Source: an optimization exercise on an open RTL-to-GDS flow (aim: small area and a short achievable clock period). Production flows keep margins and buffers that such runs may drop.
No functional check of the RTL was part of any run shown here.
No activity file was given, so power comes from the tool's default toggle rates.

==> flow/design.v, too long to show whole: its modules and the start of the top module <==
// module ArithmaticUnit: 398 lines
// module pa_aoi22: 3 lines
// module pa_aoi222: 3 lines
// module pa_nand2: 3 lines
// module pa_xnor2: 3 lines
// module pa_xor2: 3 lines
// module pa_and2: 3 lines
// module pa_maj3: 3 lines
// module pa_nor2: 3 lines
// module pa_mux2i: 3 lines
// module pa_ao21: 3 lines
// module pa_inv: 3 lines
// module pa_aoi21: 3 lines
// module pa_oai21: 3 lines
// module pa_fa: 4 lines
// module pa_ha: 4 lines
module ArithmaticUnit(
		input wire clock_i, isWb_i, enable_i,
		input wire [4:0] wbAddress_i,
		input wire [6:0] opCode_i,
		input wire [15:0] pOperand_i, sOperand_i,
		output reg wbEnable_o,
		output reg [4:0] wbAddress_o,
		output reg [15:0] wbData_o,
		output reg [1:0] statusWriteback_o  
    );
  // ...
==> flow/flow/run.sh <==
#!/bin/bash
# Standard ORFS layout, with smaller port buffers and free cell resizing.
set -euo pipefail
bash standard.sh MATCH_CELL_FOOTPRINT=0 ABC_LOAD_IN_FF=1 "BUFFER_PORTS_ARGS=-buffer_cell sky130_fd_sc_hd__buf_1" finish > make_finish.log 2>&1
==> flow/standard.sh <==
#!/bin/bash
# synth_recipe.tcl (not shown) runs the flow's synth.tcl, then flattens the netlist and writes it again
# the make line also repeats each setting of config.mk as NAME=value (left out here)
make -C /OpenROAD-flow-scripts/flow DESIGN_CONFIG=/design/flow/config.mk WORK_HOME=/design/flow/orfs CLKGATE_MAP_FILE= SYNTH_SCRIPT=/design/flow/synth_recipe.tcl "${@:-finish}"
==> flow/config.mk <==
export PLATFORM = sky130hd
export DESIGN_NAME = ArithmaticUnit
export DESIGN_NICKNAME = ArithmaticUnit
export VERILOG_FILES = /design/flow/design.v
export SDC_FILE = /design/flow/constraint.sdc
export NUM_CORES = 4
export LEC_CHECK = 0
export CAP_MARGIN = 20
export CORE_MARGIN = 2
export CORE_UTILIZATION = 45
export SETUP_SLACK_MARGIN = 2.35
export SLEW_MARGIN = 20
export SYNTH_HIERARCHICAL = 1
export SYNTH_MINIMUM_KEEP_SIZE = 0
==> flow/constraint.sdc <==
create_clock -name core_clock -period 8.0 [get_ports {clock_i}]
set_input_delay 1.6000 -clock core_clock [delete_from_list [all_inputs] [get_ports {clock_i}]]
set_output_delay 1.6000 -clock core_clock [all_outputs]
set_load 0.01 [all_outputs]
==> summary.txt, run 1 <==
Layout
  – Sequential cells: 24
  – Multi-Input Combinational: 492
  – Fillcell total: 1006
  – Register fraction of the total cell area: 0.143
  – Non-Clock Buffer Count: 75
  – Final Core Density: 0.517
  – Top reg by flops: wbData_o
  – Layout non-clock buf frac: 0.0597
  – Max FFs per register: 16

Pwr
  – Top pwr grp: combinational logic
  – Clock Power Share: 0.054
  – Maximum vdd drop: 0.107 mV
  – Seq pwr share: 0.155

Global route
  – M2 GR Usage: 0.383
  – GRT busiest layer: met2
  – Initial antenna violation count: 0

Synthesis
  – Top post-synthesis cells by area: xor2_1 (22%), edfxtp_1 (16%), xnor2_1 (16%)
  – Post-Syn Instances: 524
  – Ys flop type: edfxtp_1
  – Count leader, synth: xor2_1
  – Distinct cells, synth: 25

Die
  – Row count: 36

Setup path
  – Max incr delay on CP: 0.72 ns
  – CP Data Arrival Time: 5.36 ns
  – Family with the most delay on the worst path: XOR/XNOR gates
  – Crit path launch type: input port
  – CP Max Fanout: 9
  – Worst path depth: 16
  – CP Cell Sequence: buf_1 -> inv_1 -> a21oi_1 -> a22oi_1 -> xnor2_1 -> xor2_1 -> xor2_1 -> xor2_1 -> xor2_1 -> xor2_1 -> nor2_1 -> nor2_1 -> nand2_1 -> o21ai_1 -> a21oi_2 -> xnor2_1
  – WP buf/inv: 2

Placed design
  – Post-DP HPWL: 9.56 mm
  – DP Worst Slack: 1.64 ns

Hold path
  – WHS Path Cells: 1

Run status
  – Status: complete, no violations

Routing
  – Routed len/inst: 16.0 um
  – Top sig layer: met4
  – DR WL met2: 5.80 mm
  – Drt first pass iters: 6
  – Via count: 4099

Clocking
  – Clk buf depth: 2

STA
  – RSZ-0062 raised after global routing: no
  – Measured slew at the worst slew-check pin: 1.05 ns
==> run 2: changes to the inputs <==
--- a/flow/design.v
+++ b/flow/design.v
@@ -181,21 +181,21 @@
 	wire xp1 = as & P[1];
 	wire hs0, hc0; pa_ha u_hs0 (.a(ng5), .b(pp2_10), .s(hs0), .co(hc0));
 	wire hs1, hc1; pa_ha u_hs1 (.a(pp2_11), .b(pp3_11), .s(hs1), .co(hc1));
 	wire hs2, hc2; pa_ha u_hs2 (.a(ng6), .b(pp2_12), .s(hs2), .co(hc2));
 	wire fs0_x, fs0, fc0; pa_xor2 u_fs0_x (.a(pp3_12), .b(pp4_12), .y(fs0_x)); pa_xor2 u_fs0 (.a(fs0_x), .b(pp5_12), .y(fs0)); pa_maj3 u_fc0 (.a(pp3_12), .b(pp4_12), .c(pp5_12), .y(fc0));
 	wire hs3, hc3; pa_ha u_hs3 (.a(pp2_13), .b(pp3_13), .s(hs3), .co(hc3));
 	wire fs1_x, fs1, fc1; pa_xor2 u_fs1_x (.a(pp4_13), .b(pp5_13), .y(fs1_x)); pa_xor2 u_fs1 (.a(fs1_x), .b(pp6_13), .y(fs1)); pa_maj3 u_fc1 (.a(pp4_13), .b(pp5_13), .c(pp6_13), .y(fc1));
 	wire hs4, hc4; pa_ha u_hs4 (.a(ng7), .b(pp2_14), .s(hs4), .co(hc4));
-	wire fs2_x, fs2, fc2; pa_xor2 u_fs2_x (.a(pp3_14), .b(pp4_14), .y(fs2_x)); pa_xor2 u_fs2 (.a(fs2_x), .b(pp0_14), .y(fs2)); pa_maj3 u_fc2 (.a(pp3_14), .b(pp4_14), .c(pp0_14), .y(fc2));
+	wire fs2, fc2; pa_fa u_fs2 (.a(pp3_14), .b(pp4_14), .c(pp0_14), .s(fs2), .co(fc2));
 	wire fs3_x, fs3, fc3; pa_xor2 u_fs3_x (.a(pp5_14), .b(pp6_14), .y(fs3_x)); pa_xor2 u_fs3 (.a(fs3_x), .b(pp7_14), .y(fs3)); pa_maj3 u_fc3 (.a(pp5_14), .b(pp6_14), .c(pp7_14), .y(fc3));
 	wire hs5, hc5; pa_ha u_hs5 (.a(pp2_15), .b(pp3_15), .s(hs5), .co(hc5));
-	wire fs4_x, fs4, fc4; pa_xor2 u_fs4_x (.a(pp4_15), .b(pp5_15), .y(fs4_x)); pa_xor2 u_fs4 (.a(fs4_x), .b(pp1_15), .y(fs4)); pa_maj3 u_fc4 (.a(pp4_15), .b(pp5_15), .c(pp1_15), .y(fc4));
-	wire fs5_x, fs5, fc5; pa_xor2 u_fs5_x (.a(pp6_15), .b(pp7_15), .y(fs5_x)); pa_xor2 u_fs5 (.a(fs5_x), .b(pp0_15), .y(fs5)); pa_maj3 u_fc5 (.a(pp6_15), .b(pp7_15), .c(pp0_15), .y(fc5));
+	wire fs4, fc4; pa_fa u_fs4 (.a(pp4_15), .b(pp5_15), .c(pp1_15), .s(fs4), .co(fc4));
+	wire fs5, fc5; pa_fa u_fs5 (.a(pp6_15), .b(pp7_15), .c(pp0_15), .s(fs5), .co(fc5));
 	wire hs6, hc6; pa_ha u_hs6 (.a(ng3), .b(pp2_6), .s(hs6), .co(hc6));
 	wire hs7, hc7; pa_ha u_hs7 (.a(pp2_7), .b(pp3_7), .s(hs7), .co(hc7));
 	wire hs8, hc8; pa_ha u_hs8 (.a(ng4), .b(pp2_8), .s(hs8), .co(hc8));
 	wire fs6_x, fs6, fc6; pa_xor2 u_fs6_x (.a(pp3_8), .b(pp4_8), .y(fs6_x)); pa_xor2 u_fs6 (.a(fs6_x), .b(pp0_8), .y(fs6)); pa_maj3 u_fc6 (.a(pp3_8), .b(pp4_8), .c(pp0_8), .y(fc6));
 	wire hs9, hc9; pa_ha u_hs9 (.a(pp2_9), .b(pp3_9), .s(hs9), .co(hc9));
 	wire fs7_x, fs7, fc7; pa_xor2 u_fs7_x (.a(pp4_9), .b(pp0_9), .y(fs7_x)); pa_xor2 u_fs7 (.a(fs7_x), .b(pp1_9), .y(fs7)); pa_maj3 u_fc7 (.a(pp4_9), .b(pp0_9), .c(pp1_9), .y(fc7));
 	wire fs8_x, fs8, fc8; pa_xor2 u_fs8_x (.a(pp3_10), .b(pp4_10), .y(fs8_x)); pa_xor2 u_fs8 (.a(fs8_x), .b(hs0), .y(fs8)); pa_maj3 u_fc8 (.a(pp3_10), .b(pp4_10), .c(hs0), .y(fc8));
 	wire fs9_x, fs9, fc9; pa_xor2 u_fs9_x (.a(pp5_10), .b(pp0_10), .y(fs9_x)); pa_xor2 u_fs9 (.a(fs9_x), .b(pp1_10), .y(fs9)); pa_maj3 u_fc9 (.a(pp5_10), .b(pp0_10), .c(pp1_10), .y(fc9));
@@ -206,33 +206,33 @@
 	wire fs14_x, fs14, fc14; pa_xor2 u_fs14_x (.a(pp0_13), .b(pp1_13), .y(fs14_x)); pa_xor2 u_fs14 (.a(fs14_x), .b(fs1), .y(fs14)); pa_maj3 u_fc14 (.a(pp0_13), .b(pp1_13), .c(fs1), .y(fc14));
 	wire fs15_x, fs15, fc15; pa_xor2 u_fs15_x (.a(hc2), .b(hs3), .y(fs15_x)); pa_xor2 u_fs15 (.a(fs15_x), .b(fc0), .y(fs15)); pa_maj3 u_fc15 (.a(hc2), .b(hs3), .c(fc0), .y(fc15));
 	wire fs16_x, fs16, fc16; pa_xor2 u_fs16_x (.a(pp1_14), .b(hc3), .y(fs16_x)); pa_xor2 u_fs16 (.a(fs16_x), .b(fs3), .y(fs16)); pa_maj3 u_fc16 (.a(pp1_14), .b(hc3), .c(fs3), .y(fc16));
 	wire fs17_x, fs17, fc17; pa_xor2 u_fs17_x (.a(hs4), .b(fc1), .y(fs17_x)); pa_xor2 u_fs17 (.a(fs17_x), .b(fs2), .y(fs17)); pa_maj3 u_fc17 (.a(hs4), .b(fc1), .c(fs2), .y(fc17));
 	wire fs18_x, fs18, fc18; pa_xor2 u_fs18_x (.a(hc4), .b(hs5), .y(fs18_x)); pa_xor2 u_fs18 (.a(fs18_x), .b(fc2), .y(fs18)); pa_maj3 u_fc18 (.a(hc4), .b(hs5), .c(fc2), .y(fc18));
 	wire fs19_x, fs19, fc19; pa_xor2 u_fs19_x (.a(fc3), .b(fs4), .y(fs19_x)); pa_xor2 u_fs19 (.a(fs19_x), .b(fs5), .y(fs19)); pa_maj3 u_fc19 (.a(fc3), .b(fs4), .c(fs5), .y(fc19));
 	wire hs10, hc10; pa_ha u_hs10 (.a(ng2), .b(pp2_4), .s(hs10), .co(hc10));
 	wire hs11, hc11; pa_ha u_hs11 (.a(pp2_5), .b(pp0_5), .s(hs11), .co(hc11));
-	wire fs20_x, fs20, fc20; pa_xor2 u_fs20_x (.a(pp3_6), .b(pp0_6), .y(fs20_x)); pa_xor2 u_fs20 (.a(fs20_x), .b(pp1_6), .y(fs20)); pa_maj3 u_fc20 (.a(pp3_6), .b(pp0_6), .c(pp1_6), .y(fc20));
-	wire fs21_x, fs21, fc21; pa_xor2 u_fs21_x (.a(pp0_7), .b(pp1_7), .y(fs21_x)); pa_xor2 u_fs21 (.a(fs21_x), .b(hc6), .y(fs21)); pa_maj3 u_fc21 (.a(pp0_7), .b(pp1_7), .c(hc6), .y(fc21));
-	wire fs22_x, fs22, fc22; pa_xor2 u_fs22_x (.a(pp1_8), .b(hc7), .y(fs22_x)); pa_xor2 u_fs22 (.a(fs22_x), .b(hs8), .y(fs22)); pa_maj3 u_fc22 (.a(pp1_8), .b(hc7), .c(hs8), .y(fc22));
+	wire fs20, fc20; pa_fa u_fs20 (.a(pp3_6), .b(pp0_6), .c(pp1_6), .s(fs20), .co(fc20));
+	wire fs21, fc21; pa_fa u_fs21 (.a(pp0_7), .b(pp1_7), .c(hc6), .s(fs21), .co(fc21));
+	wire fs22, fc22; pa_fa u_fs22 (.a(pp1_8), .b(hc7), .c(hs8), .s(fs22), .co(fc22));
 	wire fs23_x, fs23, fc23; pa_xor2 u_fs23_x (.a(hc8), .b(hs9), .y(fs23_x)); pa_xor2 u_fs23 (.a(fs23_x), .b(fc6), .y(fs23)); pa_maj3 u_fc23 (.a(hc8), .b(hs9), .c(fc6), .y(fc23));
 	wire fs24_x, fs24, fc24; pa_xor2 u_fs24_x (.a(hc9), .b(fc7), .y(fs24_x)); pa_xor2 u_fs24 (.a(fs24_x), .b(fs9), .y(fs24)); pa_maj3 u_fc24 (.a(hc9), .b(fc7), .c(fs9), .y(fc24));
 	wire fs25_x, fs25, fc25; pa_xor2 u_fs25_x (.a(fc9), .b(fs11), .y(fs25_x)); pa_xor2 u_fs25 (.a(fs25_x), .b(fs10), .y(fs25)); pa_maj3 u_fc25 (.a(fc9), .b(fs11), .c(fs10), .y(fc25));
 	wire fs26_x, fs26, fc26; pa_xor2 u_fs26_x (.a(fc11), .b(fs12), .y(fs26_x)); pa_xor2 u_fs26 (.a(fs26_x), .b(fc10), .y(fs26)); pa_maj3 u_fc26 (.a(fc11), .b(fs12), .c(fc10), .y(fc26));
 	wire fs27_x, fs27, fc27; pa_xor2 u_fs27_x (.a(fs14), .b(fc13), .y(fs27_x)); pa_xor2 u_fs27 (.a(fs27_x), .b(fs15), .y(fs27)); pa_maj3 u_fc27 (.a(fs14), .b(fc13), .c(fs15), .y(fc27));
 	wire fs28_x, fs28, fc28; pa_xor2 u_fs28_x (.a(fc15), .b(fs16), .y(fs28_x)); pa_xor2 u_fs28 (.a(fs28_x), .b(fc14), .y(fs28)); pa_maj3 u_fc28 (.a(fc15), .b(fs16), .c(fc14), .y(fc28));
 	wire fs29_x, fs29, fc29; pa_xor2 u_fs29_x (.a(fs18), .b(fc16), .y(fs29_x)); pa_xor2 u_fs29 (.a(fs29_x), .b(fc17), .y(fs29)); pa_maj3 u_fc29 (.a(fs18), .b(fc16), .c(fc17), .y(fc29));
 	wire hs12, hc12; pa_ha u_hs12 (.a(xp0), .b(ng0), .s(hs12), .co(hc12));
 	wire hs13, hc13; pa_ha u_hs13 (.a(xp1), .b(pp0_1), .s(hs13), .co(hc13));
-	wire fs30_x, fs30, fc30; pa_xor2 u_fs30_x (.a(ng1), .b(pp0_2), .y(fs30_x)); pa_xor2 u_fs30 (.a(fs30_x), .b(pp1_2), .y(fs30)); pa_maj3 u_fc30 (.a(ng1), .b(pp0_2), .c(pp1_2), .y(fc30));
+	wire fs30, fc30; pa_fa u_fs30 (.a(ng1), .b(pp0_2), .c(pp1_2), .s(fs30), .co(fc30));
 	wire hs14, hc14; pa_ha u_hs14 (.a(pp0_3), .b(pp1_3), .s(hs14), .co(hc14));
-	wire fs31_x, fs31, fc31; pa_xor2 u_fs31_x (.a(pp0_4), .b(pp1_4), .y(fs31_x)); pa_xor2 u_fs31 (.a(fs31_x), .b(hs10), .y(fs31)); pa_maj3 u_fc31 (.a(pp0_4), .b(pp1_4), .c(hs10), .y(fc31));
-	wire fs32_x, fs32, fc32; pa_xor2 u_fs32_x (.a(pp1_5), .b(hc10), .y(fs32_x)); pa_xor2 u_fs32 (.a(fs32_x), .b(hs11), .y(fs32)); pa_maj3 u_fc32 (.a(pp1_5), .b(hc10), .c(hs11), .y(fc32));
-	wire fs33_x, fs33, fc33; pa_xor2 u_fs33_x (.a(hs6), .b(hc11), .y(fs33_x)); pa_xor2 u_fs33 (.a(fs33_x), .b(fs20), .y(fs33)); pa_maj3 u_fc33 (.a(hs6), .b(hc11), .c(fs20), .y(fc33));
+	wire fs31, fc31; pa_fa u_fs31 (.a(pp0_4), .b(pp1_4), .c(hs10), .s(fs31), .co(fc31));
+	wire fs32, fc32; pa_fa u_fs32 (.a(pp1_5), .b(hc10), .c(hs11), .s(fs32), .co(fc32));
+	wire fs33, fc33; pa_fa u_fs33 (.a(hs6), .b(hc11), .c(fs20), .s(fs33), .co(fc33));
 	wire fs34_x, fs34, fc34; pa_xor2 u_fs34_x (.a(hs7), .b(fc20), .y(fs34_x)); pa_xor2 u_fs34 (.a(fs34_x), .b(fs21), .y(fs34)); pa_maj3 u_fc34 (.a(hs7), .b(fc20), .c(fs21), .y(fc34));
 	wire fs35_x, fs35, fc35; pa_xor2 u_fs35_x (.a(fs6), .b(fc21), .y(fs35_x)); pa_xor2 u_fs35 (.a(fs35_x), .b(fs22), .y(fs35)); pa_maj3 u_fc35 (.a(fs6), .b(fc21), .c(fs22), .y(fc35));
 	wire fs36_x, fs36, fc36; pa_xor2 u_fs36_x (.a(fs7), .b(fc22), .y(fs36_x)); pa_xor2 u_fs36 (.a(fs36_x), .b(fs23), .y(fs36)); pa_maj3 u_fc36 (.a(fs7), .b(fc22), .c(fs23), .y(fc36));
 	wire fs37_x, fs37, fc37; pa_xor2 u_fs37_x (.a(fs8), .b(fc23), .y(fs37_x)); pa_xor2 u_fs37 (.a(fs37_x), .b(fs24), .y(fs37)); pa_maj3 u_fc37 (.a(fs8), .b(fc23), .c(fs24), .y(fc37));
 	wire fs38_x, fs38, fc38; pa_xor2 u_fs38_x (.a(fc8), .b(fc24), .y(fs38_x)); pa_xor2 u_fs38 (.a(fs38_x), .b(fs25), .y(fs38)); pa_maj3 u_fc38 (.a(fc8), .b(fc24), .c(fs25), .y(fc38));
 	wire fs39_x, fs39, fc39; pa_xor2 u_fs39_x (.a(fs13), .b(fc25), .y(fs39_x)); pa_xor2 u_fs39 (.a(fs39_x), .b(fs26), .y(fs39)); pa_maj3 u_fc39 (.a(fs13), .b(fc25), .c(fs26), .y(fc39));
 	wire fs40_x, fs40, fc40; pa_xor2 u_fs40_x (.a(fc12), .b(fc26), .y(fs40_x)); pa_xor2 u_fs40 (.a(fs40_x), .b(fs27), .y(fs40)); pa_maj3 u_fc40 (.a(fc12), .b(fc26), .c(fs27), .y(fc40));
 	wire fs41_x, fs41, fc41; pa_xor2 u_fs41_x (.a(fs17), .b(fc27), .y(fs41_x)); pa_xor2 u_fs41 (.a(fs41_x), .b(fs28), .y(fs41)); pa_maj3 u_fc41 (.a(fs17), .b(fc27), .c(fs28), .y(fc41));
==> flow/config.mk (replaced) <==
export PLATFORM = sky130hd
export DESIGN_NAME = ArithmaticUnit
export DESIGN_NICKNAME = ArithmaticUnit
export VERILOG_FILES = /design/flow/design.v
export SDC_FILE = /design/flow/constraint.sdc
export NUM_CORES = 4
export LEC_CHECK = 0
export CAP_MARGIN = 20
export CORE_MARGIN = 2
export CORE_UTILIZATION = 45
export SETUP_SLACK_MARGIN = 2.5
export SLEW_MARGIN = 20
export SYNTH_HIERARCHICAL = 1
export SYNTH_MINIMUM_KEEP_SIZE = 0
==> summary.txt, run 2 <==
Run status
  – Status: complete, no violations (unchanged)

Layout
  – Final Core Density: 0.522 (was 0.517)
  – Most frequent cells in the layout: xor2_1 (94), xnor2_1 (82), buf_1 (69), a22oi_1 (52), nor2_1 (42) (was xor2_1 (115), xnor2_1 (82), buf_1 (70), a22oi_1 (52), nor2_1 (42))
  – Fillcell total: 954 (was 1006)
  – Fin area: 0.00506 sq mm (was 0.00503 sq mm)
  – Fraction of layout cells with a size suffix above 1: 0.104 (was 0.0915)
  – Multi-input logic area: 0.00376 sq mm (was 0.00378 sq mm)
  – Register area: 721 sq um (unchanged)
  – Final #Nets: 664 (was 667)
  – Max FFs per register: 16 (unchanged)
  – Area growth syn-to-layout: 14.2% (was 12.0%)
  – Largest regs: wbData_o x16, wbAddress_o x5, statusWriteback_o x2 (unchanged)
  – Finished Layout Cells: 721 (was 734)
  – Top reg by flops: wbData_o (unchanged)
  – ANT cells: 0 (unchanged)
  – Commonest non-fill, non-tap cell in the layout: xor2_1 (unchanged)

Global route
  – GRT busiest layer: met2 (unchanged)
  – Met3 global-route usage: 0.0114 (was 0.0125)
  – Vias in the first global route: 3829 (was 3914)
  – First-pass GRT wire length: 18.9 mm (was 18.8 mm)
  – Grt total ovfl: 0 (unchanged)
  – GRT Total Usage: 0.224 (was 0.212)
  – M2 GR Usage: 0.407 (was 0.383)
  – M1 GR Usage: 0.287 (was 0.262)
  – Largest net degree at the start of global routing: 23 (unchanged)
  – Initial antenna violation count: 0 (unchanged)

Die
  – Row count: 36 (unchanged)
  – Die X: 103 um (was 104 um)
  – Die area: 0.0107 sq mm (was 0.0108 sq mm)
  – I/O pins: 71 (unchanged)
  – Core area: 0.00968 sq mm (was 0.00973 sq mm)
  – Initial cell density of the core: 0.457 (was 0.462)
  – Die Y: 103 um (was 104 um)

Setup path
  – CP Max Fanout: 14 (was 9)
  – WP buf/inv: 2 (unchanged)
  – Max incr delay on CP: 0.50 ns (was 0.72 ns)
  – CP required: 8.11 ns (was 8.01 ns)
  – Cell mode on critical path: fa_1 (was xor2_1)
  – Critical Path End Type: register (unchanged)
  – CP Cell Sequence: clkbuf_2 -> ha_4 -> clkbuf_4 -> and2_2 -> a222oi_1 -> xnor2_1 -> fa_1 -> fa_1 -> nor2_2 -> nor2_1 -> a21oi_1 -> o21ai_1 -> a21oi_2 -> mux2i_1 (was buf_1 -> inv_1 -> a21oi_1 -> a22oi_1 -> xnor2_1 -> xor2_1 -> xor2_1 -> xor2_1 -> xor2_1 -> xor2_1 -> nor2_1 -> nor2_1 -> nand2_1 -> o21ai_1 -> a21oi_2 -> xnor2_1)
  – Crit. Startpoint: opCode_i[1] (unchanged)
  – Crit path launch type: input port (unchanged)
  – Slowest-stage cell, CP: fa_1 (was a21oi_1)
  – Family with the most delay on the worst path: adder cells (was XOR/XNOR gates)
  – Critical path class: input port to register (unchanged)
  – CP Data Arrival Time: 5.30 ns (was 5.36 ns)

Hold path
  – Beginning of the worst hold path: wbAddress_i[1] (was wbAddress_i[4])
  – Hold Crit Class: input port to register (unchanged)

STA
  – Worst hold slack: 1.50 ns (about the same)
  – Final worst slack: 2.81 ns (was 2.66 ns)
  – Measured slew at the worst slew-check pin: 1.14 ns (was 1.05 ns)
  – RSZ-0062 raised after global routing: no (unchanged)
  – Max frequency: 193 MHz (was 187 MHz)
  – Pins Over Slew Limit: 0 (unchanged)
  – Fin. Hold Viols: 0 (unchanged)
  – Final period util: 0.649 (was 0.668)
  – Final Setup Violations: 0 (unchanged)
  – Rel. slew slack: 0.240 (was 0.299)
  – Setup_tns: 0 ns (unchanged)
  – Min Tclk post-route: 5.19 ns (was 5.34 ns)

Pwr
  – Tot Pwr: 1.28 mW (about the same)
  – Maximum vdd drop: 0.115 mV (was 0.107 mV)
  – Pleak: 1.89 nW (was 1.90 nW)
  – PD cells: 254 mW/mm^2 (was 255 mW/mm^2)

Synthesis
  – Top post-synthesis cells by area: xor2_1 (19%), edfxtp_1 (16%), xnor2_1 (16%) (was xor2_1 (22%), edfxtp_1 (16%), xnor2_1 (16%))
  – Synth cell count leaders: xor2_1 (95), xnor2_1 (82), a22oi_1 (52) (was xor2_1 (115), xnor2_1 (82), a22oi_1 (52))
  – Register area share after synthesis: 0.163 (was 0.160)
  – Post-Syn Instances: 506 (was 524)
  – Count leader, synth: xor2_1 (unchanged)
  – Syn Std Cell Area: 0.00443 sq mm (was 0.00449 sq mm)
  – Ys flop type: edfxtp_1 (unchanged)
  – Syn Nets: 581 (was 589)
  – Yosys reg bits: 24 (unchanged)
  – Number of synthesized flops with an enable pin: 24 (unchanged)
  – Distinct cells, synth: 26 (was 25)
  – Yosys top cell area share: 0.188 (was 0.224)
  – Syn_area_per_cell: 8.75 sq um (was 8.58 sq um)
  – Top cell type by total area after synthesis: xor2_1 (unchanged)
  – Syn. warnings: 7 (unchanged)
  – Post-synth ARST share: 0 (unchanged)

Clocking
  – H-tree Lvls: 1 (unchanged)
  – Worst-path clk slew: 0.08 ns (about the same)
  – Clk buf depth: 2 (unchanged)
  – Root Driver: clkbuf_8 (unchanged)
  – CTS tree: done (unchanged)
  – CTS Buf Count: 3 (unchanged)
  – # clock sinks: 24 (unchanged)

Routing
  – Via density: 5.59 (was 5.58)
  – Residual DRC: 0 (unchanged)
  – Post-Route WL: 11.8 mm (was 11.7 mm)
  – Iteration-0 DRC count of the detailed router: 262 (was 241)
  – Routed len/inst: 16.3 um (was 16.0 um)
  – ANT nets after route: 0 (unchanged)
  – Via count: 4027 (was 4099)
  – Drt first pass iters: 6 (unchanged)

Placed design
  – Placed Area: 0.00488 sq mm (was 0.00495 sq mm)
  – Placed Cells: 711 (was 730)
  – Post-DP HPWL: 9.36 mm (was 9.56 mm)
  – RePlAce Congestion: 0.903 (was 0.878)
  – DP Worst Slack: 1.59 ns (was 1.64 ns)
  – IO buf count: 70 (unchanged)

Run
  – Max-Cap Viols: 0 (unchanged)
run 2: report_power, final:
group          switching, mW  internal (mW)  total [mW]
Combinational          0.604          0.411        1.02
Sequential           0.00131          0.197       0.199
Clock                 0.0349         0.0343      0.0692
run 2: layer usage:
metal / wire length, um / share of wire / vias to the layer above
met2: 5900 / 0.50 / 118
met3: 516 / 0.044 / 14
met4: 209 / 0.018 / 0
li1: - / - / 1989
met1: 5120 / 0.44 / 1906
met5: 0 / 0 / -
run 2: worst paths after layout:
kind	cells past startpoint	slack (ns)	endpoint
worst max-delay path	14	2.81	statusWriteback_o[1]
worst min-delay path	1	1.50	wbAddress_o[1]
run 2: area by class of cell:
| type | count | share of cell area |
|---|---|---|
| Multi-Input combinational cell | 474 | 0.744 |
| Clock buffer | 3 | 0.00816 |
| Sequential cell | 24 | 0.143 |
| Timing Repair Buffer | 80 | 0.0670 |
| Tap cell | 133 | 0.0329 |
| Inverter | 6 | 0.00445 |
| Clock inverter | 1 | 0.000742 |
run 2: Yosys stat by module (local to each module, per instance), excerpt:
module / flops+latches / times used / area, sq um
ArithmaticUnit: 24 / 1 / 1200
pa_aoi22: 0 / 52 / 7.51
pa_fa: 0 / 10 / 20.0
pa_ha: 0 / 15 / 12.5
pa_maj3: 0 / 29 / 11.3
pa_nor2: 0 / 34 / 3.75
pa_oai21: 0 / 25 / 5.00
pa_xnor2: 0 / 82 / 8.76
pa_xor2: 0 / 87 / 8.76
run 2: cell families after synthesis:
group | Yosys count | share of synthesized area
AO/OA/AOI/OAI | 124 | 0.190
flip-flops | 24 | 0.163
adder cells (fa/ha/maj) | 57 | 0.170
AND/OR/NAND/NOR | 114 | 0.116
multiplexers | 2 | 0.00452
buffers and inverters | 8 | 0.00678
XOR/XNOR | 177 | 0.350
run 2: timing repair:
action | in CTS | in global routing
hold buffers | 0 | 0
pin swaps | 0 | 7
setup buffers | 0 | 6
setup endpoints to repair | 11 | 7
gates resized for setup | 17 | 18
gates cloned | 0 | 0

separate check: timing with driven ports:
How much do the figures lean on ideal ports? The routed layouts below were timed once more, with nothing changed but the port constraints.
Step 1: set_driving_cell puts a clkbuf_16 on clock_i and a buf_2 on each other input, an assumption about the parent block.
Step 2, shift: input delay + t, output delay - t, t = (earliest + latest rising clock arrival at the registers) / 2. This alone moves slack from input paths to output paths.
Three values: ideal ports, drivers, drivers and shift; two values: the first two.
run | t, ns | setup slack, ns | worst register clock-pin slew, ns
run 1 | 0.286 | 2.655 / 2.660 / 2.374 | 0.08 / 0.08
run 2 | 0.289 | 2.807 / 2.805 / 2.516 | 0.08 / 0.08
After both steps setup and hold are still met in every run listed. For run 2, which loses most, drivers alone change the setup slack by -0.002 ns; drivers and shift together by -0.291 ns.
